What follows belongs to an exercise in optimizing a design on an open flow for small area, a short achievable clock period and few clock cycles; a production flow would make more cautious choices. Only simulation tests tie the RTL to the original design; equivalence was not proved. Power and IR drop assume default switching activity.

## before
Design SET, start of the top module:
module SET ( clk , rst, en, central, radius, mode, busy, valid, candidate );
==> flow/config.mk <==
export PLATFORM = sky130hd
export DESIGN_NAME = SET
export DESIGN_NICKNAME = SET
export VERILOG_FILES = /design/flow/design.v
export SDC_FILE = /design/flow/constraint.sdc
export NUM_CORES = 4
export LEC_CHECK = 0
export ABC_AREA = 1
export CAP_MARGIN = 20
export CORE_MARGIN = 2
export CORE_UTILIZATION = 60
export SETUP_SLACK_MARGIN = 1.5
export SLEW_MARGIN = 20
==> flow/constraint.sdc <==
create_clock -name core_clock -period 9.0 [get_ports {clk}]
set_input_delay 1.8000 -clock core_clock [delete_from_list [all_inputs] [get_ports {clk}]]
set_output_delay 1.8000 -clock core_clock [all_outputs]
set_load 0.01 [all_outputs]
standard.sh (not shown) runs the stock make flow with config.mk's settings and CLKGATE_MAP_FILE= SYNTH_SCRIPT=/design/flow/synth_recipe.tcl, a recipe that flattens the netlist after the stock synthesis.
==> flow/flow/run.sh <==
#!/bin/bash
# Layout: the standard flow (standard.sh) with one change: buffer_ports
# puts a sky130_fd_sc_hd__buf_4 on every input and output port instead of the
# slow delay-cell buffer it picks by default. Every port still gets a buffer.
set -e
export BUFFER_PORTS_ARGS="-buffer_cell sky130_fd_sc_hd__buf_4"
bash standard.sh finish > standard.log 2>&1
The flow did not stop early for before: all stages ran, and the layout cleared the timing, DRC and antenna checks.
Testbench counts of before, summed over its fixed seeds: cycles 328.
Inputs modified between before and after:
Settings: clearing SETUP_SLACK_MARGIN, which used to be 1.5.
Notes after the runs:
Going from before to after, synthesized area per cell has remained practically unchanged; total power after layout has remained practically unchanged; transition time at the pin with the least slew margin has increased. Looking at maximum operating frequency, after sits 2.7 MHz lower than before does. The final critical-path share of the clock period number comes out lower for before vs after. Utilization: before vs after — no meaningful difference. Number of filler cells placed in the layout: after vs before — no meaningful difference. In the flow results for before and after, the final wirelength is smaller on after. Of the two values seen for highest-delay cell along the critical path, sky130_fd_sc_hd__a21oi_1 was produced by before and sky130_fd_sc_hd__inv_1 by after. Post-layout minimum cycle time | after above before.

* * *

SET, a different RTL version from the one above (not shown whole).
Size in the first run: ~2,900 cells after synthesis, about 51 I/O pins.
export LEC_CHECK = 0
export ABC_AREA = 1
export CAP_MARGIN = 20
export CORE_MARGIN = 2
export CORE_UTILIZATION = 60
export SETUP_SLACK_MARGIN = 1.5
export SLEW_MARGIN = 20
create_clock -name core_clock -period 9.0 [get_ports {clk}]
Scripts as last shown in full above: flow/flow/run.sh
Testbench counts at the start, summed over its fixed seeds: cycles 648.
Edit:
==> flow/run.sh (new file) <==
#!/bin/bash
# synth_recipe.tcl (not shown) runs the flow's synth.tcl, then flattens the netlist and writes it again
# the make line also repeats each setting of config.mk as NAME=value (left out here)
make -C /OpenROAD-flow-scripts/flow DESIGN_CONFIG=/design/flow/config.mk WORK_HOME=/design/flow/orfs CLKGATE_MAP_FILE= SYNTH_SCRIPT=/design/flow/synth_recipe.tcl finish
- SETUP_SLACK_MARGIN: 1.5 -> default
removed: flow/flow/run.sh
removed: flow/standard.sh
Effect: Clock skew hardly moves; sequential power stays flat; register-to-register slack loses 0.06 ns; setup slack loses 0.70 ns.

* * *

Another version of the RTL of SET (not shown whole).
For scale: roughly 51 I/O pins.
Settings: LEC_CHECK=0, ABC_AREA=1, CAP_MARGIN=20, CORE_MARGIN=2, CORE_UTILIZATION=60, SETUP_SLACK_MARGIN=1.5, SLEW_MARGIN=20; clock period 9.0 ns.
==> flow/flow/run.sh <==
#!/bin/bash
# Layout: the standard flow (standard.sh) with one change: buffer_ports
# puts a sky130_fd_sc_hd__buf_4 on every input and output port instead of the
# slow delay-cell buffer it picks by default. Every port still gets a buffer.
set -e
export BUFFER_PORTS_ARGS="-buffer_cell sky130_fd_sc_hd__buf_4"
bash standard.sh finish > standard.log 2>&1
Testbench counts at the start, summed over its fixed seeds: cycles 648.
Change:
Settings changed: GPL_ROUTABILITY_DRIVEN set to 0.
First-iteration DRC count drops by 3.3%.
Synthesized area stays the same.
Hold slack gains 0.0085 ns.
Utilization grows by 0.11 points.

what the ideal ports hide:
How much do the figures lean on ideal ports? The routed layouts below were timed once more, with nothing changed but the port constraints.
Step 1, drivers: a clkbuf_16 drives clk and a buf_2 each remaining input, both assumed.
Step 2 adds t to the input delays and takes it off the output delays; t is the mean of the earliest and latest rising clock arrival at the registers after step 1. Input paths then give back, and output paths get back, about the clock's delay inside the block.
a / b / c = ideal ports / drivers / drivers and shift; a / b = the first two.
| run | t, ns | setup WS [ns] | worst setup path at the end | cell pins on the clock port's net |
|---|---|---|---|---|
| before | 0.311 | 1.698 / 1.718 / 1.407 | input to register | 1 |
| after | 0.308 | 1.549 / 1.570 / 1.262 | input to register | 1 |
| the first run of note 2 | 0.292 | 1.999 / 2.010 / 1.718 | input to register | 1 |
| the second run of note 2 | 0.296 | 1.295 / 1.298 / 1.002 | input to register | 1 |
| the first run of note 3 | 0.291 | 1.914 / 1.917 / 1.626 | input to register | 1 |
| the second run of note 3 | 0.287 | 1.930 / 1.933 / 1.645 | input to register | 1 |
After both steps every run listed still meets setup and hold. For the second run of note 2, which loses most, drivers alone change the setup slack by +0.003 ns; drivers and shift together by -0.293 ns.
